This is an optimization exercise on Yosys and OpenROAD, whose aim is small area, not a production implementation.
In this exercise RTL edits were held to simulation tests only and were not proved equivalent to the original.
Power and IR drop assume default switching activity.

## rev 12
==> flow/design.v (excerpt) <==
module video(
    input clock,
    input reset,
    input [7:0] config_data,
    input [79:0] bcdcount,
    output [7:0] red,
    output [7:0] green,
    output [7:0] blue,
    output de,
    output hsync,
    output vsync,
    output starttrigger
);
export LEC_CHECK = 0
export ABC_AREA = 1
export CAP_MARGIN = 20
export CORE_MARGIN = 2
export CORE_UTILIZATION = 40
export SLEW_MARGIN = 20
export SYNTH_MEMORY_MAX_BITS = 65536
create_clock -name core_clock -period 10.0 [get_ports {clock}]
standard.sh (not shown) runs the stock make flow with config.mk's settings and CLKGATE_MAP_FILE= SYNTH_SCRIPT=/design/flow/synth_recipe.tcl, a recipe that flattens the netlist after the stock synthesis.
==> flow/flow/run.sh <==
#!/bin/bash
# Layout flow: the standard synthesis; then ABC re-maps the combinational
# logic between the registers (the registers are kept as they are: same
# instances, names and cells) and yosys proves the new netlist equivalent to
# the standard one (if either step fails, the standard netlist is used);
# then the standard layout steps, with the port buffers made of
# sky130_fd_sc_hd__buf_1. Each tool's output goes to a log file here.
set -uo pipefail
R=$PWD/orfs/results/sky130hd/video/base
bash standard.sh $R/1_2_yosys.v > 1_standard_synth.log 2>&1 || exit 1
cp $R/1_2_yosys.v std_synth.v
if yosys -c flow/resyn.tcl > 2_resyn.log 2>&1 && yosys -c flow/equiv.tcl > 3_equiv.log 2>&1; then
  cp resyn.v $R/1_2_yosys.v
  echo "using the re-mapped netlist" > 3_netlist_choice.log
else
  echo "using the standard netlist" > 3_netlist_choice.log
fi
bash standard.sh "BUFFER_PORTS_ARGS=-buffer_cell sky130_fd_sc_hd__buf_1" finish > 4_standard_layout.log 2>&1
==> flow/flow/equiv.tcl <==
# Prove the re-mapped netlist equivalent to the standard one: registers are
# paired by name, internal nets are not used as cut points.
yosys -import
set lib $::env(FLOW_HOME)/platforms/sky130hd/lib/sky130_fd_sc_hd__tt_025C_1v80.lib
yosys read_liberty -ignore_miss_func $lib
yosys read_verilog std_synth.v
yosys rename video gold
yosys read_verilog resyn.v
yosys rename video gate
yosys hierarchy -check
yosys rename -hide gold/w:_*_ gate/w:_*_ gold/c:_*_ gate/c:_*_
yosys flatten gold gate
yosys opt_clean
yosys equiv_make gold gate equiv
yosys hierarchy -top equiv
yosys equiv_simple
yosys equiv_status -assert
==> flow/flow/resyn.tcl <==
# Re-map the combinational logic of the standard synthesis netlist with ABC.
yosys -import
set lib $::env(FLOW_HOME)/platforms/sky130hd/lib/sky130_fd_sc_hd__tt_025C_1v80.lib
yosys read_liberty -ignore_miss_func $lib
yosys read_verilog std_synth.v
yosys hierarchy -top video
# registers stay the cells the standard synthesis made
yosys setattr -mod -set blackbox 1 sky130_fd_sc_hd__*df* sky130_fd_sc_hd__*dl*
yosys flatten
yosys opt_clean
yosys abc -liberty $lib -dont_use *lpflow* -dont_use *probe* -script "+strash;&get,-n;&deepsyn,-T,60;&put;dch,-f;map,-a"
yosys opt_clean -purge
yosys hilomap -singleton -hicell sky130_fd_sc_hd__conb_1 HI -locell sky130_fd_sc_hd__conb_1 LO
yosys splitnets
yosys opt_clean -purge
yosys insbuf -buf sky130_fd_sc_hd__buf_4 A X
yosys select video
yosys write_verilog -noattr -nohex -nodec -selected resyn.v
yosys stat -liberty $lib
### rev 12 -> rev 13
--- a/flow/design.v
+++ b/flow/design.v
@@ -462,18 +462,17 @@
     output vsync,
     output starttrigger
 );
     wire c_i1080 = config_data == 8'h03;
     wire c_p720  = config_data == 8'h04;
     wire c_p480  = config_data == 8'h08;
     wire c_i480  = config_data == 8'h09;
     wire c_p1080 = ~(c_i1080 | c_p720 | c_p480 | c_i480);
-    reg i1080, p720, p480, i480;
-    always @(posedge clock) {i1080, p720, p480, i480} <= {c_i1080, c_p720, c_p480, c_i480};
+    wire i1080 = c_i1080, p720 = c_p720, p480 = c_p480, i480 = c_i480;
     wire p1080 = ~(i1080 | p720 | p480 | i480);
     wire m480 = p480 | i480;
     wire inter = i1080 | i480;
     wire hrd = i1080 | p720 | i480;
     wire vld1 = p480;
     wire vld2 = p1080 | p720;
     reg [11:0] H;
     reg [10:0] V;
[summary]
The data arrival time of the critical path of rev 13 exceeds that of rev 12 by 0.04 ns. Internal power is higher on rev 13. Compared with rev 12, rev 13 shows number of global-route vias before repair lower by about 3.4%. Starting density of the core across rev 13 and rev 12: no real change. Changes observed in rev 13 relative to rev 12: power in the clock group now sits higher, utilization after layout rose 2.0 points. Taking rev 12 as the reference, in rev 13 multi-input logic area decreased about 3.4%; portion of the clock cycle consumed by the worst path in the final layout went up by 0.59 points.

separate check: timing with driven ports:
How much do the figures lean on ideal ports? The routed layouts below were timed once more, with nothing changed but the port constraints.
Step 1, drivers: a clkbuf_16 drives clock and a buf_2 each remaining input, both assumed.
Step 2 moves the port delays by t, midway between the first and last clock arrival at a register: inputs arrive t later, outputs are due t later. That takes back most of the time a late clock gives input paths.
Slacks: no drivers / after step 1 / after step 2; pairs: no drivers / after step 1.
run | t, ns | setup slack, ns | hold slack, ns | latest minus earliest clock arrival (ns)
rev 12 | 0.321 | 0.909 / 0.909 / 0.909 | 0.462 / 0.462 / 0.462 | 0.010 / 0.010
rev 13 | 0.315 | 0.849 / 0.862 / 0.548 | 0.458 / 0.458 / 0.458 | 0.011 / 0.011
After both steps every run listed still meets setup and hold. For rev 13, which loses most, drivers alone change the setup slack by +0.013 ns; drivers and shift together by -0.301 ns.
